What follows belongs to an exercise in optimizing a design on an open flow for small area and a short achievable clock period; a production flow would make more cautious choices.
At most, simulation tests tie the RTL to the original design; equivalence was not proved.
No functional check of the RTL was part of runs 2 to 4.
Power is estimated from default activity; no workload was simulated.

==> flow/design.v, too long to show whole: its modules and the start of the top module <==
// module wavlet: 1151 lines
module wavlet(
	input clk,
	input rst_n,
	input [15:0] data_in,
	output reg signed [20:0] data_out_hd,
	output reg signed [20:0] data_out_ld
);
  // ...
==> flow/flow/run.sh <==
#!/bin/bash
# Own layout flow: the standard synthesis (unchanged), then flipfa2.py, a
# netlist pass that removes inverters (a full adder is
# self-dual, and many gates have a complement cell), then the standard
# layout with plain buffers (buf_1 instead of clkdlybuf4s50_1) on the ports,
# and with ORFS's timing repair aiming at a setup slack of $MARGIN ns (the
# constraints are unchanged: the clock is still the design's period).
# If a layout attempt fails (e.g. a routing fault the extractor rejects), the
# layout steps are run again with a slightly different placement density.
set -uo pipefail
W=$PWD
R=$W/orfs/results/$FLOW_PLATFORM/wavlet/base
bash standard.sh "$R/1_2_yosys.v" > "$W/synth.log" 2>&1 || exit 1
cp "$R/1_2_yosys.v" "$W/yosys_standard.v"
python3 flow/flipfa2.py "$FLOW_HOME/platforms/$FLOW_PLATFORM/lib/sky130_fd_sc_hd__tt_025C_1v80.lib" "$W/yosys_standard.v" "$W/yosys_flipped.v" 1500 > "$W/flipfa.log" 2>&1 || exit 1
cp "$W/yosys_flipped.v" "$R/1_2_yosys.v"
export BUFFER_PORTS_ARGS="-buffer_cell sky130_fd_sc_hd__buf_1"
MARGIN=8.55
n=0
for dens in "" 0.58 0.62 0.55; do
  n=$((n + 1))
  if [[ -n "$dens" ]]; then
    rm -f "$R"/[2-6]_* "$W"/orfs/logs/"$FLOW_PLATFORM"/wavlet/base/[2-6]_*
    bash standard.sh SETUP_SLACK_MARGIN=$MARGIN PLACE_DENSITY=$dens finish > "$W/layout$n.log" 2>&1 && exit 0
  else
    bash standard.sh SETUP_SLACK_MARGIN=$MARGIN finish > "$W/layout$n.log" 2>&1 && exit 0
  fi
done
exit 1
==> flow/flow/flipfa2.py <==
#!/usr/bin/env python3
"""Remove inverters from a sky130hd gate netlist without changing its function.

Two kinds of node may change polarity:
  * full adders (fa): a full adder is self-dual, FA(~a,~b,~c) = (~sum, ~carry),
    so it can work on complemented inputs and give complemented outputs;
  * single-output gates with a complement cell (nand2 <-> and2, a21oi <-> a21o,
    xor2 <-> xnor2, ...): swapping the cell complements the output.
Inverters are then removed, and one inverter is added for each signal that
some input still needs complemented.  A local search picks the polarities
that minimise inverter area plus the area change of swapped cells.
Registers, ports and other cells are left as they are.

usage: flipfa2.py liberty in.v out.v
"""
import re, sys
from collections import defaultdict

OUTPINS = {'X', 'Y', 'Q', 'Q_N', 'SUM', 'COUT', 'HI', 'LO'}
PAIRS = [('nand2', 'and2'), ('nor2', 'or2'), ('nand3', 'and3'), ('nor3', 'or3'),
         ('nand4', 'and4'), ('nor4', 'or4'), ('a21oi', 'a21o'), ('o21ai', 'o21a'),
         ('a22oi', 'a22o'), ('o22ai', 'o22a'), ('a211oi', 'a211o'), ('o211ai', 'o211a'),
         ('a31oi', 'a31o'), ('o31ai', 'o31a'), ('a32oi', 'a32o'), ('o32ai', 'o32a'),
         ('a21boi', 'a21bo'), ('o21bai', 'o21ba'), ('xor2', 'xnor2'), ('xor3', 'xnor3'),
         ('nand2b', 'and2b'), ('nor2b', 'or2b'), ('mux2i', 'mux2'), ('a41oi', 'a41o'),
         ('o41ai', 'o41a'), ('a311oi', 'a311o'), ('o311ai', 'o311a'), ('a2111oi', 'a2111o'),
         ('o2111ai', 'o2111a'), ('a221oi', 'a221o'), ('o221ai', 'o221a'), ('a222oi', None),
         ('nand3b', 'and3b'), ('nor3b', 'or3b'), ('nand4b', 'and4b'), ('nor4b', 'or4b'),
         ('a2bb2oi', 'a2bb2o'), ('o2bb2ai', 'o2bb2a')]
COMP = {}
for a, b in PAIRS:
    if a and b:
        COMP[a] = b; COMP[b] = a

lib = open(sys.argv[1]).read()
area = {}; outpin = {}
cur = None
curpin = None
for line in lib.split('\n'):
    m = re.match(r'\s*cell \("(\w+)"\)', line)
    if m:
        cur = m.group(1); curpin = None; continue
    m = re.match(r'\s*area : ([\d.]+);', line)
    if m and cur and cur not in area:
        area[cur] = float(m.group(1))
    m = re.match(r'\s*pin \("(\w+)"\)', line)
    if m:
        curpin = m.group(1)
    if re.match(r'\s*direction : "?output"?;', line) and cur and curpin:
        outpin.setdefault(cur, curpin)
INV_AREA = area['sky130_fd_sc_hd__inv_1']

def comp_cell(t):
    m = re.match(r'sky130_fd_sc_hd__(\w+?)_(\d+)$', t)
    if not m:
        return None
    base, drv = m.group(1), m.group(2)
    if base not in COMP:
        return None
    for d in (drv, '1', '2', '0', '4'):
        c = f"sky130_fd_sc_hd__{COMP[base]}_{d}"
        if c in area:
            return c
    return None

src = open(sys.argv[2]).read()
m = re.search(r'^\s*sky130_fd_sc_hd__', src, re.M)
head = src[:m.start()]
body = src[m.start():]
cell_re = re.compile(r'\s*(sky130_fd_sc_hd__\w+)\s+(\S+)\s*\((.*?)\);', re.S)
pin_re = re.compile(r'\.(\w+)\(\s*(.*?)\s*\)\s*(?:,|$)', re.S)
cells = []
pos = 0
while True:
    mm = cell_re.match(body, pos)
    if not mm:
        break
    cells.append([mm.group(1), mm.group(2), [(p, n.strip()) for p, n in pin_re.findall(mm.group(3))]])
    pos = mm.end()
assert body[pos:].strip() == 'endmodule', body[pos:pos + 200]

ports = set()
for mm in re.finditer(r'^\s*output\s+(\[(\d+):(\d+)\]\s+)?(\S+)\s*;', head, re.M):
    nm = mm.group(4)
    if mm.group(1):
        for i in range(int(mm.group(3)), int(mm.group(2)) + 1):
            ports.add(f"{nm}[{i}]")
    else:
        ports.add(nm)

def is_inv(t):
    return re.match(r'sky130_fd_sc_hd__(clk)?inv_\d+$', t) is not None

driver = {}
for ci, (t, n, pins) in enumerate(cells):
    for p, net in pins:
        if p in OUTPINS:
            driver[net] = ci
invs = set()
for ci, (t, n, pins) in enumerate(cells):
    if is_inv(t):
        d = dict(pins)
        if d['Y'] in ports:
            continue
        invs.add(ci)

def root(net):
    p = 0
    while net in driver and driver[net] in invs:
        net = dict(cells[driver[net]][2])['A']; p ^= 1
    return net, p

# node kinds: 'fa' (inputs+outputs flip), 'g' (output flips, cell swaps)
kind = {}
for ci, (t, n, pins) in enumerate(cells):
    if ci in invs:
        continue
    if re.match(r'sky130_fd_sc_hd__fa_\d+$', t):
        kind[ci] = 'fa'
    elif comp_cell(t):
        outs = [net for p, net in pins if p in OUTPINS]
        if len(outs) == 1:
            kind[ci] = 'g'
# nodes driving ports directly stay fixed
for ci in list(kind):
    for p, net in cells[ci][2]:
        if p in OUTPINS and net in ports:
            del kind[ci]; break

cons = []
for ci, (t, n, pins) in enumerate(cells):
    if ci in invs:
        continue
    for p, net in pins:
        if p in OUTPINS or net == '' or net.startswith("1'"):
            continue
        r, par = root(net)
        cons.append((ci, p, r, par))
flip = defaultdict(int)
byroot = defaultdict(list)
for k, (ci, p, r, par) in enumerate(cons):
    byroot[r].append(k)

def in_flip(ci):
    return flip[ci] if kind.get(ci) == 'fa' else 0

def out_flip(ci):
    return flip[ci] if ci in kind else 0

def root_cost(r):
    d = driver.get(r)
    fd = out_flip(d) if d is not None else 0
    for k in byroot[r]:
        ci, p, _, par = cons[k]
        if par ^ in_flip(ci) ^ fd:
            return INV_AREA
    return 0.0

def node_cost(ci):
    if kind.get(ci) == 'g' and flip[ci]:
        t = cells[ci][0]
        return area[comp_cell(t)] - area[t]
    return 0.0

touch = defaultdict(set)
for k, (ci, p, r, par) in enumerate(cons):
    if kind.get(ci) == 'fa':
        touch[ci].add(r)
for ci in kind:
    for p, net in cells[ci][2]:
        if p in OUTPINS:
            touch[ci].add(net)

def total():
    return sum(root_cost(r) for r in byroot) + sum(node_cost(ci) for ci in kind)

import random
before = total()
order = sorted(kind)

def descend():
    for it in range(60):
        changed = False
        for ci in order:
            rs = touch[ci]
            c0 = sum(root_cost(r) for r in rs) + node_cost(ci)
            flip[ci] ^= 1
            c1 = sum(root_cost(r) for r in rs) + node_cost(ci)
            if c1 < c0 - 1e-9:
                changed = True
            elif c1 <= c0 + 1e-9 and random.random() < 0.3:
                changed = changed
            else:
                flip[ci] ^= 1
        if not changed:
            break

random.seed(12345)
descend()
best = total(); bestflip = dict(flip)
for rnd in range(int(sys.argv[4]) if len(sys.argv) > 4 else 40):
    # perturb: flip a random neighbourhood, then descend
    for ci in random.sample(order, max(1, len(order) // 20)):
        flip[ci] ^= 1
    descend()
    c = total()
    if c < best - 1e-9:
        best = c; bestflip = dict(flip)
    else:
        flip.clear(); flip.update(bestflip)
flip.clear(); flip.update(bestflip)
after = total()

invnet = {}
newcells = []
newwires = []
cnt = [0]
def inv_of(r):
    if r not in invnet:
        cnt[0] += 1
        nn = f"_flipinv{cnt[0]}_"
        invnet[r] = nn
        newwires.append(nn)
        newcells.append(['sky130_fd_sc_hd__inv_1', f"_flipinvc{cnt[0]}_", [('A', r), ('Y', nn)]])
    return invnet[r]
conmap = {}
for k, (ci, p, r, par) in enumerate(cons):
    d = driver.get(r)
    fd = out_flip(d) if d is not None else 0
    e = par ^ in_flip(ci) ^ fd
    conmap[(ci, p)] = inv_of(r) if e else r
out = []
nswap = 0
for ci, (t, n, pins) in enumerate(cells):
    if ci in invs:
        continue
    np = []
    if kind.get(ci) == 'g' and flip[ci]:
        nt = comp_cell(t)
        nswap += 1
        # output pin name of the new cell: X for non-inverting, Y for inverting
        newout = outpin[nt]
        t = nt
    for p, net in pins:
        if (ci, p) in conmap:
            net = conmap[(ci, p)]
        if kind.get(ci) == 'g' and flip[ci] and p in OUTPINS:
            p = newout
        np.append((p, net))
    out.append((t, n, np))
out.extend(newcells)
L = [head.rstrip('\n')]
for w in newwires:
    L.append(f"  wire {w};")
for t, n, pins in out:
    L.append(f"  {t} {n} (")
    L.append(",\n".join(f"    .{p}({net}{' ' if net.startswith(chr(92)) else ''})" for p, net in pins))
    L.append("  );")
L.append("endmodule")
open(sys.argv[3], 'w').write("\n".join(L) + "\n")
nfa = sum(1 for ci in kind if kind[ci] == 'fa' and flip[ci])
print(f"flipfa2: {len(invs)} inverters removed, {len(newcells)} added; "
      f"{nfa} full adders flipped, {nswap} gates swapped; cost {before:.1f} -> {after:.1f} um2",
      file=sys.stderr)
==> flow/standard.sh <==
#!/bin/bash
# synth_recipe.tcl (not shown) runs the flow's synth.tcl, then flattens the netlist and writes it again
# the make line also repeats each setting of config.mk as NAME=value (left out here)
make -C /OpenROAD-flow-scripts/flow DESIGN_CONFIG=/design/flow/config.mk WORK_HOME=/design/flow/orfs CLKGATE_MAP_FILE= SYNTH_SCRIPT=/design/flow/synth_recipe.tcl "${@:-finish}"
==> flow/config.mk <==
export PLATFORM = sky130hd
export DESIGN_NAME = wavlet
export DESIGN_NICKNAME = wavlet
export VERILOG_FILES = /design/flow/design.v
export SDC_FILE = /design/flow/constraint.sdc
export NUM_CORES = 4
export LEC_CHECK = 0
export CAP_MARGIN = 20
export CORE_MARGIN = 2
export CORE_UTILIZATION = 55
export CTS_CLUSTER_DIAMETER = 80
export CTS_CLUSTER_SIZE = 30
export SLEW_MARGIN = 20
==> flow/constraint.sdc <==
create_clock -name core_clock -period 12.0 [get_ports {clk}]
set_input_delay 2.4000 -clock core_clock [delete_from_list [all_inputs] [get_ports {clk}]]
set_output_delay 2.4000 -clock core_clock [all_outputs]
set_load 0.01 [all_outputs]
==> reports/summary.txt, run 1 <==
CTS
------------------------------------------------------------------------------------
CTS Root Buffer Type                                                    sky130_fd_sc_hd__clkbuf_16
Clock tree from TritonCTS                                                       done
Number of hold-repair buffers added at the cts stage                               0

POWER
------------------------------------------------------------------------------------
Clk pwr                                                                     0.660 mW
Power attributed to combinational cells                                      3.32 mW
Comb power frac                                                                61.8%

SETUP PATH
------------------------------------------------------------------------------------
Capturing point of the worst reg2reg path                                  ld_s2_1_1
Depth of the critical timing path with buffers and inverters included              1
Data required, critical path                                                 9600 ps
Buf/Inv on CP                                                                      1
Cell with the biggest individual delay on the critical path             sky130_fd_sc_hd__dfrtp_1
Worst setup path startpoint                                             data_out_ld[16]

GLOBAL ROUTE
------------------------------------------------------------------------------------
M3 GR Usage                                                                    3.01%
Aggregate global routing overflow                                                  0
Vias in the first global route                                                10,600

ROUTING
------------------------------------------------------------------------------------
Count of unresolved DRC violations after routing                                   0

FINISH
------------------------------------------------------------------------------------
Sequential share of cell area                                                  33.3%
Non-clk buf share                                                              2.10%
Share of final-layout standard cells stronger than drive strength 1            10.4%
Largest registers                                                       data_out_hd x20, data_out_ld x20
Register area                                                             6550 sq um

FLOW RUN
------------------------------------------------------------------------------------
Count of max-cap constraint violations                                             0

STA
------------------------------------------------------------------------------------
Setup repair after global routing missed its margin                             true
Post-route clock skew                                                        17.5 ps
Final setup violating endpoints                                                    0
Crit path setup slack, layout                                                8580 ps
Final critical path time including I/O delays and setup                      3420 ps
Number of slew-limit violations in the final report                                0

OUTCOME
------------------------------------------------------------------------------------
Result of the run                                           timing/DRC/antenna clean

HOLD PATH
------------------------------------------------------------------------------------
Class of the tightest hold or removal check                               reg -> reg

FLOORPLANNING
------------------------------------------------------------------------------------
Die outline height                                                       185 microns

SYNTHESIS
------------------------------------------------------------------------------------
Post-synthesis instance total                                                  1,264

==> inputs of run 2 (changes only) <==
--- a/flow/design.v
+++ b/flow/design.v
@@ -434,17 +434,17 @@
 wire n424 = hd_s2_13_0 ^ hd_s2_13_1 ^ ~n419;
 wire n425 = (hd_s2_13_0 & hd_s2_13_1) | (hd_s2_13_0 & ~n419) | (hd_s2_13_1 & ~n419);
 wire n426 = ~n424 ^ n421;
 wire n427 = ~n424 & n421;
 wire n428 = hd_s2_14_0 ^ hd_s2_14_1 ^ ~n425;
 wire n429 = (hd_s2_14_0 & hd_s2_14_1) | (hd_s2_14_0 & ~n425) | (hd_s2_14_1 & ~n425);
 wire n430 = hd_s2_15_0 ^ ~hd_s2_15_1;
 wire n431 = hd_s2_15_0 & ~hd_s2_15_1;
-wire [20:0] hd_sum = {1'b0, 1'b0, 1'b0, 1'b0, hd_s1_16_0, hd_s1_15_0, hd_s1_14_0, hd_s1_13_0, hd_s1_12_0, hd_s1_11_0, hd_s1_10_0, ~hd_s1_9_0, ~hd_s1_8_0, ~hd_s1_7_0, ~hd_s1_6_0, ~hd_s1_5_0, ~hd_s1_4_0, ~hd_s1_3_0, ~hd_s1_2_0, hd_s1_1_0, hd_s1_0_0} + {1'b0, 1'b0, 1'b0, 1'b0, 1'b0, ~hd_s1_15_1, ~hd_s1_14_1, ~hd_s1_13_1, ~hd_s1_12_1, ~hd_s1_11_1, hd_s1_10_1, ~hd_s1_9_1, hd_s1_8_1, hd_s1_7_1, hd_s1_6_1, hd_s1_5_1, hd_s1_4_1, hd_s1_3_1, ~hd_s1_2_1, 1'b0, hd_s1_0_1} + 21'd2032128;
+wire [20:0] hd_sum = {1'b0, 1'b0, 1'b0, 1'b0, hd_s1_16_0, hd_s1_15_0, hd_s1_14_0, hd_s1_13_0, hd_s1_12_0, hd_s1_11_0, hd_s1_10_0, hd_s1_9_0, hd_s1_8_0, hd_s1_7_0, hd_s1_6_0, hd_s1_5_0, hd_s1_4_0, hd_s1_3_0, hd_s1_2_0, hd_s1_1_0, hd_s1_0_0} + {1'b0, 1'b0, 1'b0, 1'b0, 1'b0, hd_s1_15_1, hd_s1_14_1, hd_s1_13_1, hd_s1_12_1, hd_s1_11_1, hd_s1_10_1, hd_s1_9_1, hd_s1_8_1, hd_s1_7_1, hd_s1_6_1, hd_s1_5_1, hd_s1_4_1, hd_s1_3_1, hd_s1_2_1, 1'b0, hd_s1_0_1} + 21'd2032128;
 wire n432 = or1[3] ^ ~or1[0];
 wire n433 = ~(or1[3] | ~or1[0]);
 wire n434 = or1[4] ^ ~or1[1];
 wire n435 = or1[4] & ~or1[1];
 wire n436 = or1[5] ^ ~or1[2];
 wire n437 = or1[5] & ~or1[2];
 wire n438 = or1[6] ^ ~or1[3];
 wire n439 = or1[6] & ~or1[3];
@@ -873,17 +873,17 @@
 wire n862 = or1[15] ^ er2[15] ^ ~n853;
 wire n863 = (or1[15] & er2[15]) | (or1[15] & ~n853) | (er2[15] & ~n853);
 wire n864 = n855 ^ n862 ^ ~n857;
 wire n865 = (n855 & n862) | (n855 & ~n857) | (n862 & ~n857);
 wire n866 = n859 ^ n864;
 wire n867 = ~(n859 | n864);
 wire n868 = n863 ^ n865;
 wire n869 = ~(n863 | n865);
-wire [20:0] ld_sum = {1'b0, 1'b0, 1'b0, 1'b0, ld_s1_16_0, ld_s1_15_0, ld_s1_14_0, ld_s1_13_0, ld_s1_12_0, ld_s1_11_0, ~ld_s1_10_0, ld_s1_9_0, ld_s1_8_0, ld_s1_7_0, ld_s1_6_0, ld_s1_5_0, ld_s1_4_0, ld_s1_3_0, ld_s1_2_0, ~ld_s1_1_0, ld_s1_0_0} + {1'b0, 1'b0, 1'b0, 1'b0, 1'b0, ~ld_s1_15_1, ~ld_s1_14_1, ~ld_s1_13_1, ~ld_s1_12_1, ~ld_s1_11_1, ld_s1_10_1, ld_s1_9_1, ~ld_s1_8_1, ~ld_s1_7_1, ~ld_s1_6_1, ~ld_s1_5_1, ~ld_s1_4_1, ~ld_s1_3_1, ~ld_s1_2_1, ~ld_s1_1_1, 1'b0} + 21'd2032128;
+wire [20:0] ld_sum = {1'b0, 1'b0, 1'b0, 1'b0, ld_s1_16_0, ld_s1_15_0, ld_s1_14_0, ld_s1_13_0, ld_s1_12_0, ld_s1_11_0, ld_s1_10_0, ld_s1_9_0, ld_s1_8_0, ld_s1_7_0, ld_s1_6_0, ld_s1_5_0, ld_s1_4_0, ld_s1_3_0, ld_s1_2_0, ld_s1_1_0, ld_s1_0_0} + {1'b0, 1'b0, 1'b0, 1'b0, 1'b0, ld_s1_15_1, ld_s1_14_1, ld_s1_13_1, ld_s1_12_1, ld_s1_11_1, ld_s1_10_1, ld_s1_9_1, ld_s1_8_1, ld_s1_7_1, ld_s1_6_1, ld_s1_5_1, ld_s1_4_1, ld_s1_3_1, ld_s1_2_1, ld_s1_1_1, 1'b0} + 21'd2032128;
 always @(posedge clk or negedge rst_n) begin
 	if (!rst_n) begin
 		ph <= 1'b1;
 		or1 <= 16'd0;
 		or2 <= 16'd0;
 		or3 <= 16'd0;
 		er1 <= 16'd0;
 		er2 <= 16'd0;
@@ -918,44 +918,44 @@
 		hd_s2_13_1 <= 1'b0;
 		hd_s2_14_0 <= 1'b0;
 		hd_s2_14_1 <= 1'b0;
 		hd_s2_15_0 <= 1'b0;
 		hd_s2_15_1 <= 1'b0;
 		hd_s1_0_0 <= 1'b0;
 		hd_s1_0_1 <= 1'b0;
 		hd_s1_1_0 <= 1'b0;
-		hd_s1_2_0 <= 1'b0;
-		hd_s1_2_1 <= 1'b0;
-		hd_s1_3_0 <= 1'b0;
+		hd_s1_2_0 <= 1'b1;
+		hd_s1_2_1 <= 1'b1;
+		hd_s1_3_0 <= 1'b1;
 		hd_s1_3_1 <= 1'b0;
-		hd_s1_4_0 <= 1'b0;
+		hd_s1_4_0 <= 1'b1;
 		hd_s1_4_1 <= 1'b0;
-		hd_s1_5_0 <= 1'b0;
+		hd_s1_5_0 <= 1'b1;
 		hd_s1_5_1 <= 1'b0;
-		hd_s1_6_0 <= 1'b0;
+		hd_s1_6_0 <= 1'b1;
 		hd_s1_6_1 <= 1'b0;
-		hd_s1_7_0 <= 1'b0;
+		hd_s1_7_0 <= 1'b1;
 		hd_s1_7_1 <= 1'b0;
-		hd_s1_8_0 <= 1'b0;
+		hd_s1_8_0 <= 1'b1;
 		hd_s1_8_1 <= 1'b0;
-		hd_s1_9_0 <= 1'b0;
-		hd_s1_9_1 <= 1'b0;
+		hd_s1_9_0 <= 1'b1;
+		hd_s1_9_1 <= 1'b1;
 		hd_s1_10_0 <= 1'b0;
 		hd_s1_10_1 <= 1'b0;
 		hd_s1_11_0 <= 1'b0;
-		hd_s1_11_1 <= 1'b0;
+		hd_s1_11_1 <= 1'b1;
 		hd_s1_12_0 <= 1'b0;
-		hd_s1_12_1 <= 1'b0;
+		hd_s1_12_1 <= 1'b1;
 		hd_s1_13_0 <= 1'b0;
-		hd_s1_13_1 <= 1'b0;
+		hd_s1_13_1 <= 1'b1;
 		hd_s1_14_0 <= 1'b0;
-		hd_s1_14_1 <= 1'b0;
+		hd_s1_14_1 <= 1'b1;
 		hd_s1_15_0 <= 1'b0;
-		hd_s1_15_1 <= 1'b0;
+		hd_s1_15_1 <= 1'b1;
 		hd_s1_16_0 <= 1'b0;
 		ld_s2_0_0 <= 1'b0;
 		ld_s2_0_1 <= 1'b0;
 		ld_s2_1_0 <= 1'b0;
 		ld_s2_1_1 <= 1'b0;
 		ld_s2_2_0 <= 1'b0;
 		ld_s2_2_1 <= 1'b0;
 		ld_s2_3_0 <= 1'b0;
@@ -975,46 +975,46 @@
 		ld_s2_10_0 <= 1'b0;
 		ld_s2_10_1 <= 1'b0;
 		ld_s2_11_0 <= 1'b0;
 		ld_s2_11_1 <= 1'b0;
 		ld_s2_12_0 <= 1'b0;
 		ld_s2_12_1 <= 1'b0;
 		ld_s2_13_0 <= 1'b0;
 		ld_s1_0_0 <= 1'b0;
-		ld_s1_1_0 <= 1'b0;
-		ld_s1_1_1 <= 1'b0;
+		ld_s1_1_0 <= 1'b1;
+		ld_s1_1_1 <= 1'b1;
 		ld_s1_2_0 <= 1'b0;
-		ld_s1_2_1 <= 1'b0;
+		ld_s1_2_1 <= 1'b1;
 		ld_s1_3_0 <= 1'b0;
-		ld_s1_3_1 <= 1'b0;
+		ld_s1_3_1 <= 1'b1;
 		ld_s1_4_0 <= 1'b0;
-		ld_s1_4_1 <= 1'b0;
+		ld_s1_4_1 <= 1'b1;
 		ld_s1_5_0 <= 1'b0;
-		ld_s1_5_1 <= 1'b0;
+		ld_s1_5_1 <= 1'b1;
 		ld_s1_6_0 <= 1'b0;
-		ld_s1_6_1 <= 1'b0;
+		ld_s1_6_1 <= 1'b1;
 		ld_s1_7_0 <= 1'b0;
-		ld_s1_7_1 <= 1'b0;
+		ld_s1_7_1 <= 1'b1;
 		ld_s1_8_0 <= 1'b0;
-		ld_s1_8_1 <= 1'b0;
+		ld_s1_8_1 <= 1'b1;
 		ld_s1_9_0 <= 1'b0;
 		ld_s1_9_1 <= 1'b0;
-		ld_s1_10_0 <= 1'b0;
+		ld_s1_10_0 <= 1'b1;
 		ld_s1_10_1 <= 1'b0;
 		ld_s1_11_0 <= 1'b0;
-		ld_s1_11_1 <= 1'b0;
+		ld_s1_11_1 <= 1'b1;
 		ld_s1_12_0 <= 1'b0;
-		ld_s1_12_1 <= 1'b0;
+		ld_s1_12_1 <= 1'b1;
 		ld_s1_13_0 <= 1'b0;
-		ld_s1_13_1 <= 1'b0;
+		ld_s1_13_1 <= 1'b1;
 		ld_s1_14_0 <= 1'b0;
-		ld_s1_14_1 <= 1'b0;
+		ld_s1_14_1 <= 1'b1;
 		ld_s1_15_0 <= 1'b0;
-		ld_s1_15_1 <= 1'b0;
+		ld_s1_15_1 <= 1'b1;
 		ld_s1_16_0 <= 1'b0;
 		data_out_hd <= 21'd0;
 		data_out_ld <= 21'd0;
 	end else begin
 		ph <= ~ph;
 		if (ph) or1 <= data_in;
 		if (!ph) er1 <= data_in;
 		or2 <= or1;
@@ -1051,44 +1051,44 @@
 		hd_s2_13_1 <= ~n212;
 		hd_s2_14_0 <= n213;
 		hd_s2_14_1 <= n216;
 		hd_s2_15_0 <= n215;
 		hd_s2_15_1 <= ~n217;
 		hd_s1_0_0 <= ~n254;
 		hd_s1_0_1 <= n258;
 		hd_s1_1_0 <= n274;
-		hd_s1_2_0 <= ~n275;
-		hd_s1_2_1 <= ~n290;
-		hd_s1_3_0 <= ~n291;
+		hd_s1_2_0 <= n275;
+		hd_s1_2_1 <= n290;
+		hd_s1_3_0 <= n291;
 		hd_s1_3_1 <= ~n306;
-		hd_s1_4_0 <= n307;
+		hd_s1_4_0 <= ~n307;
 		hd_s1_4_1 <= ~n322;
-		hd_s1_5_0 <= n323;
+		hd_s1_5_0 <= ~n323;
 		hd_s1_5_1 <= ~n338;
-		hd_s1_6_0 <= n339;
+		hd_s1_6_0 <= ~n339;
 		hd_s1_6_1 <= ~n354;
-		hd_s1_7_0 <= n355;
+		hd_s1_7_0 <= ~n355;
 		hd_s1_7_1 <= ~n370;
-		hd_s1_8_0 <= n371;
+		hd_s1_8_0 <= ~n371;
 		hd_s1_8_1 <= ~n384;
-		hd_s1_9_0 <= n385;
-		hd_s1_9_1 <= n396;
+		hd_s1_9_0 <= ~n385;
+		hd_s1_9_1 <= ~n396;
 		hd_s1_10_0 <= ~n397;
 		hd_s1_10_1 <= n408;
 		hd_s1_11_0 <= n409;
-		hd_s1_11_1 <= n416;
+		hd_s1_11_1 <= ~n416;
 		hd_s1_12_0 <= ~n417;
-		hd_s1_12_1 <= ~n422;
+		hd_s1_12_1 <= n422;
 		hd_s1_13_0 <= n423;
-		hd_s1_13_1 <= ~n426;
+		hd_s1_13_1 <= n426;
 		hd_s1_14_0 <= n427;
-		hd_s1_14_1 <= ~n428;
+		hd_s1_14_1 <= n428;
 		hd_s1_15_0 <= n429;
-		hd_s1_15_1 <= ~n430;
+		hd_s1_15_1 <= n430;
 		hd_s1_16_0 <= n431;
 		ld_s2_0_0 <= ~n473;
 		ld_s2_0_1 <= ~n475;
 		ld_s2_1_0 <= n485;
 		ld_s2_1_1 <= n487;
 		ld_s2_2_0 <= ~n488;
 		ld_s2_2_1 <= ~n499;
 		ld_s2_3_0 <= n500;
@@ -1108,44 +1108,44 @@
 		ld_s2_10_0 <= n578;
 		ld_s2_10_1 <= n585;
 		ld_s2_11_0 <= ~n586;
 		ld_s2_11_1 <= n589;
 		ld_s2_12_0 <= ~n590;
 		ld_s2_12_1 <= ~n591;
 		ld_s2_13_0 <= n592;
 		ld_s1_0_0 <= n638;
-		ld_s1_1_0 <= ~n639;
-		ld_s1_1_1 <= ~n658;
+		ld_s1_1_0 <= n639;
+		ld_s1_1_1 <= n658;
 		ld_s1_2_0 <= n659;
-		ld_s1_2_1 <= ~n678;
+		ld_s1_2_1 <= n678;
 		ld_s1_3_0 <= n679;
-		ld_s1_3_1 <= ~n698;
+		ld_s1_3_1 <= n698;
 		ld_s1_4_0 <= n699;
-		ld_s1_4_1 <= ~n718;
+		ld_s1_4_1 <= n718;
 		ld_s1_5_0 <= n719;
-		ld_s1_5_1 <= ~n738;
+		ld_s1_5_1 <= n738;
 		ld_s1_6_0 <= n739;
-		ld_s1_6_1 <= ~n758;
+		ld_s1_6_1 <= n758;
 		ld_s1_7_0 <= n759;
-		ld_s1_7_1 <= ~n778;
+		ld_s1_7_1 <= n778;
 		ld_s1_8_0 <= n779;
-		ld_s1_8_1 <= ~n796;
+		ld_s1_8_1 <= n796;
 		ld_s1_9_0 <= n797;
 		ld_s1_9_1 <= n812;
-		ld_s1_10_0 <= ~n813;
+		ld_s1_10_0 <= n813;
 		ld_s1_10_1 <= ~n826;
 		ld_s1_11_0 <= ~n827;
-		ld_s1_11_1 <= n838;
+		ld_s1_11_1 <= ~n838;
 		ld_s1_12_0 <= ~n839;
-		ld_s1_12_1 <= ~n850;
+		ld_s1_12_1 <= n850;
 		ld_s1_13_0 <= n851;
-		ld_s1_13_1 <= ~n860;
+		ld_s1_13_1 <= n860;
 		ld_s1_14_0 <= n861;
-		ld_s1_14_1 <= ~n866;
+		ld_s1_14_1 <= n866;
 		ld_s1_15_0 <= n867;
-		ld_s1_15_1 <= ~n868;
+		ld_s1_15_1 <= n868;
 		ld_s1_16_0 <= n869;
 		data_out_hd <= hd_sum;
 		data_out_ld <= ld_sum;
 	end
 end
 endmodule
--- a/flow/flow/run.sh
+++ b/flow/flow/run.sh
@@ -10,17 +10,17 @@
 set -uo pipefail
 W=$PWD
 R=$W/orfs/results/$FLOW_PLATFORM/wavlet/base
 bash standard.sh "$R/1_2_yosys.v" > "$W/synth.log" 2>&1 || exit 1
 cp "$R/1_2_yosys.v" "$W/yosys_standard.v"
 python3 flow/flipfa2.py "$FLOW_HOME/platforms/$FLOW_PLATFORM/lib/sky130_fd_sc_hd__tt_025C_1v80.lib" "$W/yosys_standard.v" "$W/yosys_flipped.v" 1500 > "$W/flipfa.log" 2>&1 || exit 1
 cp "$W/yosys_flipped.v" "$R/1_2_yosys.v"
 export BUFFER_PORTS_ARGS="-buffer_cell sky130_fd_sc_hd__buf_1"
-MARGIN=8.55
+MARGIN=8.62
 n=0
 for dens in "" 0.58 0.62 0.55; do
   n=$((n + 1))
   if [[ -n "$dens" ]]; then
     rm -f "$R"/[2-6]_* "$W"/orfs/logs/"$FLOW_PLATFORM"/wavlet/base/[2-6]_*
     bash standard.sh SETUP_SLACK_MARGIN=$MARGIN PLACE_DENSITY=$dens finish > "$W/layout$n.log" 2>&1 && exit 0
   else
     bash standard.sh SETUP_SLACK_MARGIN=$MARGIN finish > "$W/layout$n.log" 2>&1 && exit 0
==> reports/summary.txt, run 2 <==
OUTCOME
----------------------------------------------------------------------------------
Result of the run                                         timing/DRC/antenna clean   unchanged

POWER
----------------------------------------------------------------------------------
Leakage Power                                                              8.74 nW   was 8.92 nW
Clock network power share                                                    13.0%   was 12.3%
Net switching power figure                                                 2.17 mW   was 2.28 mW
Sequential fraction of design power                                          27.4%   was 25.9%
Internal Power                                                             3.07 mW   was 3.09 mW
Net switching share of the total power                                       41.4%   was 42.5%
Comb power frac                                                              59.6%   was 61.8%
Power per unit of standard cell area                                   265 nW/um^2   was 273 nW/um^2
Final Total Pwr                                                            5.24 mW   was 5.37 mW
Maximum vdd ir drop                                                       0.126 mV   was 0.133 mV

STA
----------------------------------------------------------------------------------
Summed negative setup slack over all endpoints                                0 ps   unchanged
Crit path setup slack, layout                                              8560 ps   was 8580 ps
Final-report hold violation count                                                0   unchanged
Final setup violating endpoints                                                  0   unchanged
Post-route clock skew                                                      26.3 ps   was 17.5 ps
Tcrit/Tclk final                                                             28.7%   was 28.5%
Slew HR                                                                      38.8%   was 36.0%
Number of slew-limit violations in the final report                              0   unchanged
Final critical path time including I/O delays and setup                    3440 ps   was 3420 ps
Setup repair after global routing missed its margin                           true   unchanged
Slew of the pin with the lowest slew margin                                 918 ps   was 961 ps
Max Freq                                                                   291 MHz   was 292 MHz

FLOORPLANNING
----------------------------------------------------------------------------------
Num rows                                                                        65   was 66
Die Footprint                                                         33,900 sq um   was 34,400 sq um
Die width                                                              184 microns   was 185 microns
Top-Level Pins                                                                  60   unchanged
CORE AREA                                                             31,800 sq um   was 32,500 sq um
Starting density of the core                                                 56.2%   was 55.7%
Die outline height                                                     184 microns   was 185 microns

ROUTING
----------------------------------------------------------------------------------
DRT Wirelength                                                             37.3 mm   was 37.4 mm
Avg Vias per Cell                                                             5.28   was 5.24
Sum of routed wire segments on met1                                        17.2 mm   was 16.3 mm
Total via count after detailed routing                                       9,271   was 9,452
Wire length on met2                                                        18.5 mm   was 18.6 mm
Amount of wire on met3 after detailed routing                              1.11 mm   was 1.78 mm
DRC violation total after the first TritonRoute iteration                      445   was 473
Top layer in use                                                              met4   unchanged
First-pass iteration count of the detailed router                                4   was 6
Count of unresolved DRC violations after routing                                 0   unchanged
DR WL/cell                                                            21.2 microns   was 20.8 microns
Final ANT Viol Nets                                                              0   unchanged

HOLD PATH
----------------------------------------------------------------------------------
Class of the tightest hold or removal check                             reg -> reg   unchanged

GLOBAL ROUTE
----------------------------------------------------------------------------------
Vias in the first global route                                              10,600   about the same
GRT Resource Usage Total                                                     24.6%   was 23.9%
Aggregate global routing overflow                                                0   unchanged
Pin count of the biggest net entering global routing                           156   was 78
First-pass GRT wire length                                                 61.2 mm   was 59.9 mm
Number of antenna violations at the first check in global routing                0   unchanged

FINISH
----------------------------------------------------------------------------------
Final Net Count                                                              1,789   was 1,829
Number of filler instances in the final layout                               2,462   was 2,584
Share of final-layout standard cells stronger than drive strength 1          18.9%   was 10.4%
Largest registers                                                     data_out_hd x20, data_out_ld x20   unchanged
Most frequent cells in the layout                                     sky130_fd_sc_hd__fa_1, sky130_fd_sc_hd__dfrtp_1, sky130_fd_sc_hd__inv_1   unchanged
N_diodes                                                                         0   unchanged
P&R area growth vs syn                                                       10.6%   was 8.68%
Most common cell after layout, fill and taps aside                    sky130_fd_sc_hd__fa_1   unchanged

SETUP PATH
----------------------------------------------------------------------------------
Worst Setup Start Kind                                                        flop   unchanged
Critical Path End Type                                                  output pin   unchanged
Cell with the biggest individual delay on the critical path           sky130_fd_sc_hd__dfrtp_1   unchanged
Buf/Inv on CP                                                                    1   unchanged
Crit-path max FO                                                                 2   was 1
Data required, critical path                                               9600 ps   about the same
Longest individual stage delay on the worst path                            390 ps   about the same
Data arrival time of the worst path                                        1040 ps   was 1020 ps
Worst path top cell family by delay                                     flip-flops   unchanged
Sequence of cells on the critical path                                    clkbuf_2   unchanged
Type of the worst setup path                                            reg -> out   unchanged

SYNTHESIS
----------------------------------------------------------------------------------
Mapped Area                                                           17,900 sq um   was 18,100 sq um
Net Count, Synth                                                             1,674   was 1,742
Syn. warnings                                                                    1   unchanged
Synthesized area divided by synthesized cell count                      14.9 sq um   was 14.3 sq um
Post-synthesis instance total                                                1,196   was 1,264

PLACE
----------------------------------------------------------------------------------
Global placer's final weighted congestion                                    0.878   was 0.843
Number of input and output port buffers inserted                                59   unchanged
HPWL after detailed placement                                              29.9 mm   about the same
Place WS                                                                   8080 ps   was 7230 ps

CTS
----------------------------------------------------------------------------------
Clock network latency to the later pin of the worst-skew pair               530 ps   was 510 ps
CTS Root Buffer Type                                                  sky130_fd_sc_hd__clkbuf_16   unchanged
Deepest clock path buffer count                                                  3   unchanged
Number of clock buffers inserted by TritonCTS                                   17   was 16
H-tree depth                                                                     1   unchanged
Worst-path clk slew                                                          90 ps   was 100 ps
Clk sink count                                                                 260   unchanged
Clock tree from TritonCTS                                                     done   unchanged

FLOW RUN
----------------------------------------------------------------------------------
Count of max-cap constraint violations                                           0   unchanged

-- run 2: through the flow --
step           instance area (sq um)  util [%]  std cells  hold slack [ps]
5_1_grt                        19800      62.2       1757              376
3_5_place_dp                   18600      58.5       1681              342
4_1_cts                        19400      60.9       1721              371
2_1_floorplan                  17900         -       1196              331
3_3_place_gp                   18600      58.5       1681              347
6_report                       19800      62.2       1757              369
-- run 2: power groups by stage --
stage          Sequential [mW]  Clock, mW  Combinational, mW
2_1_floorplan             1.45          0               2.33
3_3_place_gp              1.45          0               3.04
3_5_place_dp              1.46          0               3.15
4_1_cts                   1.44      0.702               3.17
5_1_grt                   1.47      0.736               3.64
6_report                  1.44      0.681               3.12
-- run 2: what timing repair did --
action,in CTS,in global routing
setup endpoints to repair,69,260
hold buffers,0,0
resized for setup,29,79
pin swaps,5,4
setup buffers,10,36
-- run 2: area by class of cell --
| class | instances | area, sq um | area share [%] |
|---|---|---|---|
| multi-input combinational | 759 | 10700 | 53.9 |
| sequential | 260 | 6600 | 33.4 |
| inverter | 166 | 671 | 3.39 |
| timing repair buffer | 107 | 661 | 3.34 |
| tap | 435 | 544 | 2.75 |
| clock buffer | 18 | 439 | 2.22 |
| clock inverter | 12 | 198 | 1.00 |
-- run 2: metal layers --
metal	global-route usage, %	vias to the layer above
li1	-	4003
met1	37.3	5091
met2	39.7	143
met3	2.88	34
met4	4.10	0
met5	0	-
-- run 2: path summary, 6_finish.rpt --
check	cells after the start	endpoint	startpoint	slack, ps
min in group asynchronous	1	data_out_ld[18]	rst_n	1830
hold reg to reg	0	data_out_ld[0]	ld_s1_0_0	370
setup / recovery	1	data_out_ld[19]	data_out_ld[19]	8560
setup reg to reg	8	hd_s2_4_1	or2[6]	8680
hold / removal	0	data_out_ld[0]	ld_s1_0_0	370
max in group asynchronous	2	or3[2]	rst_n	8950
==> inputs of run 3 (changes only) <==
--- a/flow/flow/run.sh
+++ b/flow/flow/run.sh
@@ -17,3 +17,3 @@
 export BUFFER_PORTS_ARGS="-buffer_cell sky130_fd_sc_hd__buf_1"
-MARGIN=8.62
+MARGIN=8.55
 n=0
==> reports/summary.txt, run 3 <==
OUTCOME
----------------------------------------------------------------------------------
Result of the run                                         timing/DRC/antenna clean   unchanged

CTS
----------------------------------------------------------------------------------
Clock tree from TritonCTS                                                     done   unchanged
Deepest clock path buffer count                                                  3   unchanged
H-tree depth                                                                     1   unchanged
Number of clock buffers inserted by TritonCTS                                   17   unchanged
Worst-path clk slew                                                          90 ps   about the same
Clk sink count                                                                 260   unchanged
CTS Root Buffer Type                                                  sky130_fd_sc_hd__clkbuf_16   unchanged
Clock network latency to the later pin of the worst-skew pair               530 ps   about the same

FLOORPLANNING
----------------------------------------------------------------------------------
CORE AREA                                                             31,800 sq um   unchanged
Die Footprint                                                         33,900 sq um   unchanged
Top-Level Pins                                                                  60   unchanged
Starting density of the core                                                 56.2%   unchanged
Die width                                                              184 microns   unchanged
Die outline height                                                     184 microns   unchanged
Num rows                                                                        65   unchanged

PLACE
----------------------------------------------------------------------------------
Number of input and output port buffers inserted                                59   unchanged
Global placer's final weighted congestion                                    0.874   was 0.878
Number of cells after detailed placement                                     1,681   unchanged
HPWL after detailed placement                                              30.1 mm   was 29.9 mm

POWER
----------------------------------------------------------------------------------
Maximum vdd ir drop                                                       0.181 mV   was 0.126 mV
Leakage Power                                                              8.60 nW   was 8.74 nW
Power per unit of standard cell area                                   268 nW/um^2   was 265 nW/um^2

FINISH
----------------------------------------------------------------------------------
Largest registers                                                     data_out_hd x20, data_out_ld x20   unchanged
Final Instance Count excl. Fillers                                           1,732   was 1,757
Most common cell after layout, fill and taps aside                    sky130_fd_sc_hd__fa_1   unchanged
N_diodes                                                                         0   unchanged
Share of final-layout standard cells stronger than drive strength 1          13.9%   was 18.9%
Most frequent cells in the layout                                     sky130_fd_sc_hd__fa_1, sky130_fd_sc_hd__dfrtp_1, sky130_fd_sc_hd__inv_1   unchanged
P&R area growth vs syn                                                       9.14%   was 10.6%
Final Net Count                                                              1,764   was 1,789

SYNTHESIS
----------------------------------------------------------------------------------
Syn. warnings                                                                    1   unchanged
Net Count, Synth                                                             1,674   unchanged
Post-synthesis instance total                                                1,196   unchanged
Synthesized area divided by synthesized cell count                      14.9 sq um   unchanged
Mapped Area                                                           17,900 sq um   unchanged

STA
----------------------------------------------------------------------------------
Setup repair after global routing missed its margin                           true   unchanged
Final setup violating endpoints                                                  0   unchanged
Summed negative setup slack over all endpoints                                0 ps   unchanged
Final critical path time including I/O delays and setup                    3450 ps   was 3440 ps
Final hold slack                                                            375 ps   was 369 ps
Final-report hold violation count                                                0   unchanged
Post-route clock skew                                                      31.8 ps   was 26.3 ps
Number of slew-limit violations in the final report                              0   unchanged
Slew of the pin with the lowest slew margin                                 981 ps   was 918 ps
Slew HR                                                                      34.6%   was 38.8%
Max Freq                                                                   289 MHz   was 291 MHz
Tcrit/Tclk final                                                             28.8%   was 28.7%

GLOBAL ROUTE
----------------------------------------------------------------------------------
Pin count of the biggest net entering global routing                           158   was 156
Number of antenna violations at the first check in global routing                0   unchanged
First-pass GRT wire length                                                 60.6 mm   was 61.2 mm
Vias in the first global route                                              10,400   was 10,600
Aggregate global routing overflow                                                0   unchanged
GRT Resource Usage Total                                                     24.4%   was 24.6%

ROUTING
----------------------------------------------------------------------------------
First-pass iteration count of the detailed router                                4   unchanged
DRT Wirelength                                                             37.4 mm   was 37.3 mm
Count of unresolved DRC violations after routing                                 0   unchanged
Avg Vias per Cell                                                             5.33   was 5.28
Final ANT Viol Nets                                                              0   unchanged
DR WL/cell                                                            21.6 microns   was 21.2 microns
Total via count after detailed routing                                       9,224   was 9,271
DRC violation total after the first TritonRoute iteration                      551   was 445

SETUP PATH
----------------------------------------------------------------------------------
Worst Setup Start Kind                                                        flop   unchanged
Launching point of the worst reg2reg path                                   er1[0]   was or2[6]
Worst setup path startpoint                                                 er1[0]   was data_out_ld[19]
Data arrival time of the worst path                                        3860 ps   was 1040 ps
Data required, critical path                                             12,410 ps   was 9600 ps
Type of the worst setup path                                            reg -> reg   was reg -> out
Crit-path max FO                                                                 2   unchanged
Critical Path End Type                                                        flop   was output pin

HOLD PATH
----------------------------------------------------------------------------------
Class of the tightest hold or removal check                             reg -> reg   unchanged
Startpoint of the most critical hold path                                ld_s1_0_0   unchanged

FLOW RUN
----------------------------------------------------------------------------------
Count of max-cap constraint violations                                           0   unchanged

==> run 3: layer usage <==
metal  wire (microns)  share of wire (%)  global-route usage [%]
met1            16700                 45                    36.5
met2            17900                 48                    38.4
met5                0                  0                       0
met4              939                2.5                    5.50
met3             1800                4.8                    3.93
==> run 3: cell type report <==
cell class,instances,area [sq um]
fill,2463,12300
multi-input combinational,759,10700
sequential,260,6570
inverter,166,649
tap,435,544
timing repair buffer,82,482
clock buffer,19,443
clock inverter,11,150
==> run 3: path summary, 6_finish.rpt <==
check,end,slack [ps],cells past startpoint
setup / recovery,ld_s1_0_0,8550,9
hold / removal,data_out_ld[0],370,0
setup reg to reg,ld_s1_0_0,8550,9
hold reg to reg,data_out_ld[0],370,0
max in group asynchronous,or3[3],8840,2
min in group asynchronous,data_out_ld[19],1850,1
==> run 3: repair_timing <==
item | 4_1_cts | 5_1_grt
setup endpoints to repair | 13 | 59
gates resized for setup | 9 | 60
hold buffers | 0 | 0
buffers inserted | 6 | 15
==> run 3: power by group <==
| group | switching [mW] | internal, mW | total (mW) |
|---|---|---|---|
| combinational | 1.69 | 1.45 | 3.13 |
| sequential | 0.141 | 1.30 | 1.44 |
| clock | 0.347 | 0.309 | 0.656 |
| total | 2.17 | 3.05 | 5.23 |
==> run 3: stage by stage <==
stage / power, mW / utilization, % / worst slack, ps / cell area [sq um]
after floorplan: 3.78 / - / 8560 / 17900
after global placement: 4.51 / 58.5 / 8260 / 18600
after CTS: 5.30 / 60.6 / 8500 / 19300
after global routing: 5.82 / 61.3 / 8460 / 19500
final: 5.23 / 61.3 / 8550 / 19500
after detailed placement: 4.63 / 58.5 / 8230 / 18600
==> run 3: worst max-delay path, cell delays in order, from the launching register on <==
cell                      delay, ps
sky130_fd_sc_hd__dfrtp_2        420
sky130_fd_sc_hd__ha_1           280
sky130_fd_sc_hd__nor3_1          50
sky130_fd_sc_hd__maj3_1         350
sky130_fd_sc_hd__maj3_2         310
sky130_fd_sc_hd__maj3_2         310
sky130_fd_sc_hd__maj3_2         310
sky130_fd_sc_hd__maj3_1         380
sky130_fd_sc_hd__fa_1           530
sky130_fd_sc_hd__fa_1           400
==> inputs of run 4 (changes only) <==
--- a/flow/flow/run.sh
+++ b/flow/flow/run.sh
@@ -1,3 +1,3 @@
 #!/bin/bash
-# Own layout flow: the standard synthesis (unchanged), then flipfa2.py, a
+# Own layout flow: the standard synthesis (unchanged), then flipfa3.py, a
 # netlist pass that removes inverters (a full adder is
@@ -14,3 +14,3 @@
 cp "$R/1_2_yosys.v" "$W/yosys_standard.v"
-python3 flow/flipfa2.py "$FLOW_HOME/platforms/$FLOW_PLATFORM/lib/sky130_fd_sc_hd__tt_025C_1v80.lib" "$W/yosys_standard.v" "$W/yosys_flipped.v" 1500 > "$W/flipfa.log" 2>&1 || exit 1
+python3 flow/flipfa3.py "$FLOW_HOME/platforms/$FLOW_PLATFORM/lib/sky130_fd_sc_hd__tt_025C_1v80.lib" "$W/yosys_standard.v" "$W/yosys_flipped.v" 1500 > "$W/flipfa.log" 2>&1 || exit 1
 cp "$W/yosys_flipped.v" "$R/1_2_yosys.v"
==> flow/flow/flipfa3.py (new file) <==
#!/usr/bin/env python3
"""Remove inverters from a sky130hd gate netlist without changing its function.

Three kinds of node may change polarity:
  * full adders (fa): a full adder is self-dual, FA(~a,~b,~c) = (~sum, ~carry),
    so it can work on complemented inputs and give complemented outputs;
  * single-output gates with a complement cell (nand2 <-> and2, a21oi <-> a21o,
    xor2 <-> xnor2, ...): swapping the cell complements the output;
  * half adders (ha), split into an xor gate and an and-type gate, each of
    which takes any input polarity and gives either output polarity by its
    choice of cell (xor2/xnor2; and2, nand2, nor2, or2, and2b, nand2b); a
    half adder whose halves end up as xor2 + and2 on true inputs stays a
    half adder cell.
Inverters are then removed, and one inverter is added for each signal that
some input still needs complemented.  A local search picks the polarities
that minimise inverter area plus the area change of swapped cells.
Registers, ports and other cells are left as they are.

usage: flipfa3.py liberty in.v out.v
"""
import re, sys
from collections import defaultdict

OUTPINS = {'X', 'Y', 'Q', 'Q_N', 'SUM', 'COUT', 'HI', 'LO'}
PAIRS = [('nand2', 'and2'), ('nor2', 'or2'), ('nand3', 'and3'), ('nor3', 'or3'),
         ('nand4', 'and4'), ('nor4', 'or4'), ('a21oi', 'a21o'), ('o21ai', 'o21a'),
         ('a22oi', 'a22o'), ('o22ai', 'o22a'), ('a211oi', 'a211o'), ('o211ai', 'o211a'),
         ('a31oi', 'a31o'), ('o31ai', 'o31a'), ('a32oi', 'a32o'), ('o32ai', 'o32a'),
         ('a21boi', 'a21bo'), ('o21bai', 'o21ba'), ('xor2', 'xnor2'), ('xor3', 'xnor3'),
         ('nand2b', 'and2b'), ('nor2b', 'or2b'), ('mux2i', 'mux2'), ('a41oi', 'a41o'),
         ('o41ai', 'o41a'), ('a311oi', 'a311o'), ('o311ai', 'o311a'), ('a2111oi', 'a2111o'),
         ('o2111ai', 'o2111a'), ('a221oi', 'a221o'), ('o221ai', 'o221a'), ('a222oi', None),
         ('nand3b', 'and3b'), ('nor3b', 'or3b'), ('nand4b', 'and4b'), ('nor4b', 'or4b'),
         ('a2bb2oi', 'a2bb2o'), ('o2bb2ai', 'o2bb2a')]
COMP = {}
for a, b in PAIRS:
    if a and b:
        COMP[a] = b; COMP[b] = a

lib = open(sys.argv[1]).read()
area = {}; outpin = {}
cur = None
curpin = None
for line in lib.split('\n'):
    m = re.match(r'\s*cell \("(\w+)"\)', line)
    if m:
        cur = m.group(1); curpin = None; continue
    m = re.match(r'\s*area : ([\d.]+);', line)
    if m and cur and cur not in area:
        area[cur] = float(m.group(1))
    m = re.match(r'\s*pin \("(\w+)"\)', line)
    if m:
        curpin = m.group(1)
    if re.match(r'\s*direction : "?output"?;', line) and cur and curpin:
        outpin.setdefault(cur, curpin)
INV_AREA = area['sky130_fd_sc_hd__inv_1']

def comp_cell(t):
    m = re.match(r'sky130_fd_sc_hd__(\w+?)_(\d+)$', t)
    if not m:
        return None
    base, drv = m.group(1), m.group(2)
    if base not in COMP:
        return None
    for d in (drv, '1', '2', '0', '4'):
        c = f"sky130_fd_sc_hd__{COMP[base]}_{d}"
        if c in area:
            return c
    return None

src = open(sys.argv[2]).read()
m = re.search(r'^\s*sky130_fd_sc_hd__', src, re.M)
head = src[:m.start()]
body = src[m.start():]
cell_re = re.compile(r'\s*(sky130_fd_sc_hd__\w+)\s+(\S+)\s*\((.*?)\);', re.S)
pin_re = re.compile(r'\.(\w+)\(\s*(.*?)\s*\)\s*(?:,|$)', re.S)
cells = []
pos = 0
while True:
    mm = cell_re.match(body, pos)
    if not mm:
        break
    cells.append([mm.group(1), mm.group(2), [(p, n.strip()) for p, n in pin_re.findall(mm.group(3))]])
    pos = mm.end()
assert body[pos:].strip() == 'endmodule', body[pos:pos + 200]

# half adders become an xor gate and an and-type gate whose cells are chosen
# later, so that both can take either polarity on every pin
hapair = {}
newlist = []
for t, n, pins in cells:
    m_ = re.match(r'sky130_fd_sc_hd__ha_\d+$', t)
    if m_:
        d = dict(pins)
        newlist.append(['HX', n + '_hx', [('A', d['A']), ('B', d['B']), ('X', d['SUM'])]])
        newlist.append(['HN', n + '_hn', [('A', d['A']), ('B', d['B']), ('X', d['COUT'])]])
        hapair[len(newlist) - 1] = (len(newlist) - 2, n)
    else:
        newlist.append([t, n, pins])
cells = newlist

ports = set()
for mm in re.finditer(r'^\s*output\s+(\[(\d+):(\d+)\]\s+)?(\S+)\s*;', head, re.M):
    nm = mm.group(4)
    if mm.group(1):
        for i in range(int(mm.group(3)), int(mm.group(2)) + 1):
            ports.add(f"{nm}[{i}]")
    else:
        ports.add(nm)

def is_inv(t):
    return re.match(r'sky130_fd_sc_hd__(clk)?inv_\d+$', t) is not None

driver = {}
for ci, (t, n, pins) in enumerate(cells):
    for p, net in pins:
        if p in OUTPINS:
            driver[net] = ci
invs = set()
for ci, (t, n, pins) in enumerate(cells):
    if is_inv(t):
        d = dict(pins)
        if d['Y'] in ports:
            continue
        invs.add(ci)

def root(net):
    p = 0
    while net in driver and driver[net] in invs:
        net = dict(cells[driver[net]][2])['A']; p ^= 1
    return net, p

# node kinds: 'fa' (inputs+outputs flip), 'g' (output flips, cell swaps)
kind = {}
for ci, (t, n, pins) in enumerate(cells):
    if ci in invs:
        continue
    if t == 'HX':
        kind[ci] = 'hx'
    elif t == 'HN':
        kind[ci] = 'hn'
    elif re.match(r'sky130_fd_sc_hd__fa_\d+$', t):
        kind[ci] = 'fa'
    elif comp_cell(t):
        outs = [net for p, net in pins if p in OUTPINS]
        if len(outs) == 1:
            kind[ci] = 'g'
# nodes driving ports directly stay fixed
for ci in list(kind):
    for p, net in cells[ci][2]:
        if p in OUTPINS and net in ports:
            del kind[ci]; break

cons = []
flexin = defaultdict(list)
flexby = defaultdict(set)   # root -> flex nodes reading it
for ci, (t, n, pins) in enumerate(cells):
    if ci in invs:
        continue
    for p, net in pins:
        if p in OUTPINS or net == '' or net.startswith("1'"):
            continue
        r, par = root(net)
        if kind.get(ci) in ('hx', 'hn'):
            flexin[ci].append((p, r, par))
            flexby[r].add(ci)
        else:
            cons.append((ci, p, r, par))
flip = defaultdict(int)
byroot = defaultdict(list)
for k, (ci, p, r, par) in enumerate(cons):
    byroot[r].append(k)

def in_flip(ci):
    return flip[ci] if kind.get(ci) == 'fa' else 0

def out_flip(ci):
    return flip[ci] if ci in kind else 0

def root_cost(r):
    d = driver.get(r)
    fd = out_flip(d) if d is not None else 0
    for k in byroot[r]:
        ci, p, _, par = cons[k]
        if par ^ in_flip(ci) ^ fd:
            return INV_AREA
    return 0.0

HNCOST = {(0, 0, 0): 3.7536, (0, 0, 1): 3.7536, (1, 1, 0): 3.7536, (1, 1, 1): 6.256,
          (1, 0, 0): 7.5072, (1, 0, 1): 6.256, (0, 1, 0): 7.5072, (0, 1, 1): 6.256}
def flex_inpol(ci):
    res = []
    for p, r, par in flexin[ci]:
        d = driver.get(r)
        fd = out_flip(d) if d is not None else 0
        res.append(par ^ fd)
    return res
def node_cost(ci):
    k = kind.get(ci)
    if k == 'g' and flip[ci]:
        t = cells[ci][0]
        return area[comp_cell(t)] - area[t]
    if k == 'hn':
        ia, ib = flex_inpol(ci)
        return HNCOST[(ia, ib, flip[ci])]
    return 0.0

touch = defaultdict(set)
for k, (ci, p, r, par) in enumerate(cons):
    if kind.get(ci) == 'fa':
        touch[ci].add(r)
for ci in kind:
    for p, net in cells[ci][2]:
        if p in OUTPINS:
            touch[ci].add(net)
ntouch = defaultdict(set)
for ci in kind:
    ntouch[ci].add(ci)
    for p, net in cells[ci][2]:
        if p in OUTPINS:
            ntouch[ci] |= flexby.get(net, set())

def total():
    return sum(root_cost(r) for r in byroot) + sum(node_cost(ci) for ci in kind)

import random
before = total()
order = sorted(kind)

def descend():
    for it in range(60):
        changed = False
        for ci in order:
            rs = touch[ci]
            ns = ntouch[ci]
            c0 = sum(root_cost(r) for r in rs) + sum(node_cost(x) for x in ns)
            flip[ci] ^= 1
            c1 = sum(root_cost(r) for r in rs) + sum(node_cost(x) for x in ns)
            if c1 < c0 - 1e-9:
                changed = True
            elif c1 <= c0 + 1e-9 and random.random() < 0.3:
                changed = changed
            else:
                flip[ci] ^= 1
        if not changed:
            break

random.seed(12345)
descend()
best = total(); bestflip = dict(flip)
for rnd in range(int(sys.argv[4]) if len(sys.argv) > 4 else 40):
    # perturb: flip a random neighbourhood, then descend
    for ci in random.sample(order, max(1, len(order) // 20)):
        flip[ci] ^= 1
    descend()
    c = total()
    if c < best - 1e-9:
        best = c; bestflip = dict(flip)
    else:
        flip.clear(); flip.update(bestflip)
flip.clear(); flip.update(bestflip)
after = total()

invnet = {}
newcells = []
newwires = []
cnt = [0]
def inv_of(r):
    if r not in invnet:
        cnt[0] += 1
        nn = f"_flipinv{cnt[0]}_"
        invnet[r] = nn
        newwires.append(nn)
        newcells.append(['sky130_fd_sc_hd__inv_1', f"_flipinvc{cnt[0]}_", [('A', r), ('Y', nn)]])
    return invnet[r]
conmap = {}
for k, (ci, p, r, par) in enumerate(cons):
    d = driver.get(r)
    fd = out_flip(d) if d is not None else 0
    e = par ^ in_flip(ci) ^ fd
    conmap[(ci, p)] = inv_of(r) if e else r
out = []
nswap = 0
nmerge = 0
nsplit = 0
skip = set()
for hn, (hx, hname) in hapair.items():
    ia, ib = flex_inpol(hn)
    if (ia, ib, flip[hn]) == (0, 0, 0) and (ia ^ ib ^ flip[hx]) == 0:
        d = dict(cells[hn][2]); dx = dict(cells[hx][2])
        ra = [r for p, r, par in flexin[hn] if p == 'A'][0]
        rb = [r for p, r, par in flexin[hn] if p == 'B'][0]
        out.append(('sky130_fd_sc_hd__ha_1', hname, [('A', ra), ('B', rb), ('COUT', d['X']), ('SUM', dx['X'])]))
        skip.add(hn); skip.add(hx); nmerge += 1
for ci, (t, n, pins) in enumerate(cells):
    if ci in invs or ci in skip:
        continue
    if kind.get(ci) in ('hx', 'hn'):
        nsplit += 1
        ins = {p: r for p, r, par in flexin[ci]}
        ia, ib = flex_inpol(ci)
        o = flip[ci]
        onet = dict(pins)['X']
        if kind[ci] == 'hx':
            if ia ^ ib ^ o:
                out.append(('sky130_fd_sc_hd__xnor2_1', n, [('A', ins['A']), ('B', ins['B']), ('Y', onet)]))
            else:
                out.append(('sky130_fd_sc_hd__xor2_1', n, [('A', ins['A']), ('B', ins['B']), ('X', onet)]))
        else:
            A, B = ins['A'], ins['B']
            m = {(0, 0, 0): ('and2', [('A', A), ('B', B)], 'X'), (0, 0, 1): ('nand2', [('A', A), ('B', B)], 'Y'),
                 (1, 1, 0): ('nor2', [('A', A), ('B', B)], 'Y'), (1, 1, 1): ('or2', [('A', A), ('B', B)], 'X'),
                 (1, 0, 0): ('and2b', [('A_N', A), ('B', B)], 'X'), (1, 0, 1): ('nand2b', [('A_N', A), ('B', B)], 'Y'),
                 (0, 1, 0): ('and2b', [('A_N', B), ('B', A)], 'X'), (0, 1, 1): ('nand2b', [('A_N', B), ('B', A)], 'Y')}
            cell, ip, op = m[(ia, ib, o)]
            out.append((f'sky130_fd_sc_hd__{cell}_1', n, ip + [(op, onet)]))
        continue
    np = []
    if kind.get(ci) == 'g' and flip[ci]:
        nt = comp_cell(t)
        nswap += 1
        # output pin name of the new cell: X for non-inverting, Y for inverting
        newout = outpin[nt]
        t = nt
    for p, net in pins:
        if (ci, p) in conmap:
            net = conmap[(ci, p)]
        if kind.get(ci) == 'g' and flip[ci] and p in OUTPINS:
            p = newout
        np.append((p, net))
    out.append((t, n, np))
out.extend(newcells)
L = [head.rstrip('\n')]
for w in newwires:
    L.append(f"  wire {w};")
for t, n, pins in out:
    L.append(f"  {t} {n} (")
    L.append(",\n".join(f"    .{p}({net}{' ' if net.startswith(chr(92)) else ''})" for p, net in pins))
    L.append("  );")
L.append("endmodule")
open(sys.argv[3], 'w').write("\n".join(L) + "\n")
nfa = sum(1 for ci in kind if kind[ci] == 'fa' and flip[ci])
print(f"flipfa3: {len(invs)} inverters removed, {len(newcells)} added; "
      f"{nfa} full adders flipped, {nswap} gates swapped, {nsplit} half-adder halves as gates, {nmerge} half adders kept; cost {before:.1f} -> {after:.1f} um2",
      file=sys.stderr)
removed: flow/flow/flipfa2.py
==> reports/summary.txt, run 4 <==
OUTCOME
----------------------------------------------------------------------------------
Result of the run                                         timing/DRC/antenna clean   unchanged

SYNTHESIS
----------------------------------------------------------------------------------
Synthesized area divided by synthesized cell count                      14.7 sq um   was 14.9 sq um
Post-synthesis instance total                                                1,207   was 1,196
Syn. warnings                                                                    1   unchanged
Mapped Area                                                           17,800 sq um   was 17,900 sq um
Net Count, Synth                                                             1,640   was 1,674

SETUP PATH
----------------------------------------------------------------------------------
Longest individual stage delay on the worst path                            400 ps   was 530 ps
Cell with the biggest individual delay on the critical path           sky130_fd_sc_hd__dfrtp_1   was sky130_fd_sc_hd__fa_1
Critical Path End Type                                                  output pin   was flop
Capturing point of the worst reg2reg path                                ld_s1_0_0   unchanged
Cells on worst reg2reg path                                                      6   was 9
Type of the worst setup path                                            reg -> out   was reg -> reg
Launching point of the worst reg2reg path                                   or1[8]   was er1[0]
Worst path top cell family by delay                                     flip-flops   was adder cells
Crit-path max FO                                                                 2   unchanged
Data required, critical path                                               9600 ps   was 12,410 ps
Buf/Inv on CP                                                                    1   was 0
Sequence of cells on the critical path                                    clkbuf_2   was ha_1 -> nor3_1 -> maj3_1 -> maj3_2 -> maj3_2 -> maj3_2 -> maj3_1 -> fa_1 -> fa_1
Worst Setup Start Kind                                                        flop   unchanged
Slack of the worst reg-to-reg path                                         8670 ps   was 8550 ps
Data arrival time of the worst path                                        1040 ps   was 3860 ps

STA
----------------------------------------------------------------------------------
Summed negative setup slack over all endpoints                                0 ps   unchanged
Slew HR                                                                      32.1%   was 34.6%
Tcrit/Tclk final                                                             28.7%   was 28.8%
Setup repair after global routing missed its margin                           true   unchanged
Number of slew-limit violations in the final report                              0   unchanged
Final-report hold violation count                                                0   unchanged
Final setup violating endpoints                                                  0   unchanged
Max Freq                                                                   291 MHz   was 289 MHz
Post-route clock skew                                                      33.1 ps   was 31.8 ps
Final hold slack                                                            363 ps   was 375 ps
Slew of the pin with the lowest slew margin                                1020 ps   was 981 ps
Final critical path time including I/O delays and setup                    3440 ps   was 3450 ps

HOLD PATH
----------------------------------------------------------------------------------
Terminating pin of the worst hold path                                data_out_ld[0]   unchanged
Startpoint of the most critical hold path                                ld_s1_0_0   unchanged
Worst hold path stage count                                                      0   unchanged
Class of the tightest hold or removal check                             reg -> reg   unchanged

ROUTING
----------------------------------------------------------------------------------
Sum of routed wire segments on met1                                        16.8 mm   was 16.7 mm
Avg Vias per Cell                                                             5.38   was 5.33
Final ANT Viol Nets                                                              0   unchanged
Top layer in use                                                              met4   unchanged
Wire length on met2                                                        18.6 mm   was 17.9 mm
Total via count after detailed routing                                       9,284   was 9,224
First-pass iteration count of the detailed router                                4   unchanged
DRC violation total after the first TritonRoute iteration                      527   was 551
DR WL/cell                                                            21.7 microns   was 21.6 microns
Amount of wire on met3 after detailed routing                              1.42 mm   was 1.80 mm
Count of unresolved DRC violations after routing                                 0   unchanged
DRT Wirelength                                                             37.5 mm   was 37.4 mm

FINISH
----------------------------------------------------------------------------------
Most common cell after layout, fill and taps aside                    sky130_fd_sc_hd__fa_1   unchanged
Largest registers                                                     data_out_hd x20, data_out_ld x20   unchanged
Finished Core Util                                                           61.5%   was 61.3%
P&R area growth vs syn                                                       9.65%   was 9.14%
Share of final-layout standard cells stronger than drive strength 1          14.9%   was 13.9%
Most frequent cells in the layout                                     sky130_fd_sc_hd__fa_1, sky130_fd_sc_hd__dfrtp_1, sky130_fd_sc_hd__inv_1   unchanged
Final Net Count                                                              1,748   was 1,764
N_diodes                                                                         0   unchanged

FLOORPLANNING
----------------------------------------------------------------------------------
Die Footprint                                                         33,700 sq um   was 33,900 sq um
Num rows                                                                        65   unchanged
Top-Level Pins                                                                  60   unchanged
Die width                                                              184 microns   about the same
Starting density of the core                                                 56.1%   was 56.2%
Die outline height                                                     184 microns   about the same
CORE AREA                                                             31,600 sq um   was 31,800 sq um

CTS
----------------------------------------------------------------------------------
Clock network latency to the later pin of the worst-skew pair               520 ps   was 530 ps
CTS Root Buffer Type                                                  sky130_fd_sc_hd__clkbuf_16   unchanged
H-tree depth                                                                     1   unchanged
Clock tree from TritonCTS                                                     done   unchanged
Worst-path clk slew                                                         100 ps   was 90 ps
Number of hold-repair buffers added at the cts stage                             0   unchanged
Number of clock buffers inserted by TritonCTS                                   17   unchanged
Clk sink count                                                                 260   unchanged
Deepest clock path buffer count                                                  3   unchanged

GLOBAL ROUTE
----------------------------------------------------------------------------------
First-pass GRT wire length                                                 60.3 mm   was 60.6 mm
Number of antenna violations at the first check in global routing                0   unchanged
Vias in the first global route                                              10,500   was 10,400
Aggregate global routing overflow                                                0   unchanged
Pin count of the biggest net entering global routing                            77   was 158
GRT Resource Usage Total                                                     24.3%   was 24.4%

PLACE
----------------------------------------------------------------------------------
Number of input and output port buffers inserted                                59   unchanged
Global placer's final weighted congestion                                    0.833   was 0.874
HPWL after detailed placement                                              29.6 mm   was 30.1 mm

POWER
----------------------------------------------------------------------------------
Leakage Power                                                              8.46 nW   was 8.60 nW
Maximum vdd ir drop                                                       0.132 mV   was 0.181 mV
Power per unit of standard cell area                                   267 nW/um^2   was 268 nW/um^2

FLOW RUN
----------------------------------------------------------------------------------
Count of max-cap constraint violations                                           0   unchanged

[run 4: worst max path at each step]
stage                          from         endpoint  slack (ps)  cells after the start
finish              data_out_hd[19]  data_out_hd[19]        8560                      1
global route        data_out_hd[19]  data_out_hd[19]        8510                      1
CTS                 data_out_hd[19]  data_out_hd[19]        8530                      1
detailed placement            rst_n        hd_s2_7_1        6910                      3
global placement              rst_n        hd_s2_7_1        6940                      3
floorplan                    er1[2]        ld_s1_0_0        8590                      9
[run 4: layout make-up]
class,count,area (sq um)
Clock buffer,17,425
Clock inverter,12,178
Fill cell,2442,12200
Inverter,143,567
Multi-Input combinational cell,793,10600
Sequential cell,260,6590
Tap cell,402,503
Timing Repair Buffer,100,583
[run 4: metrics by stage]
stage               area, sq um  setup WS [ps]  power, mW  std cells
finish                    19500           8560       5.20       1727
floorplan                 17800           8590       3.79       1207
CTS                       19200           8530       5.28       1697
detailed placement        18500           6910       4.60       1660
global placement          18500           6940       4.51       1660
global route              19500           8510       5.78       1727
[run 4: routing by layer]
layer	track usage (%)	vias to the layer above
met5	0	-
met4	4.29	0
met3	2.79	37
met2	39.9	153
met1	36.2	5086
li1	-	4008
[run 4: what timing repair did]
item                                    CTS  global route
resized for setup                        28            38
endpoints found under the setup margin  164           121
setup buffers                             8            30
pin swaps                                 0             0
gates cloned                              0             0
[run 4: report_power, final]
group          internal [mW]  leakage (nW)  total, mW  switching [mW]
Combinational           1.43          5.21       3.10            1.67
Sequential              1.30          2.96       1.44           0.144
Clock                  0.308         0.291      0.662           0.354
Total                   3.03          8.46       5.20            2.17

[port drivers added, routing unchanged]
In the flow no input, the clock included, has a driving cell. The finished layouts below were timed again as built, in two steps. Step 1 assumes that a clkbuf_16 drives the clock port and a buf_2 every other input. Step 2 also shifts input and output timing later by t, the mid clock arrival at the registers, as if the neighbouring blocks saw the same clock. a / b / c = no drivers / after step 1 / after step 2; a / b = the first two.
run | shift t [ns] | setup WS [ns]
run 1 | 0.555 | 8.581 / 8.531 / 8.353
run 2 | 0.567 | 8.558 / 8.505 / 8.396
run 3 | 0.564 | 8.546 / 8.517 / 8.298
run 4 | 0.560 | 8.558 / 8.506 / 8.337
After both steps setup and hold are still met in every run listed. The worst setup slack also covers recovery checks on asynchronous resets.
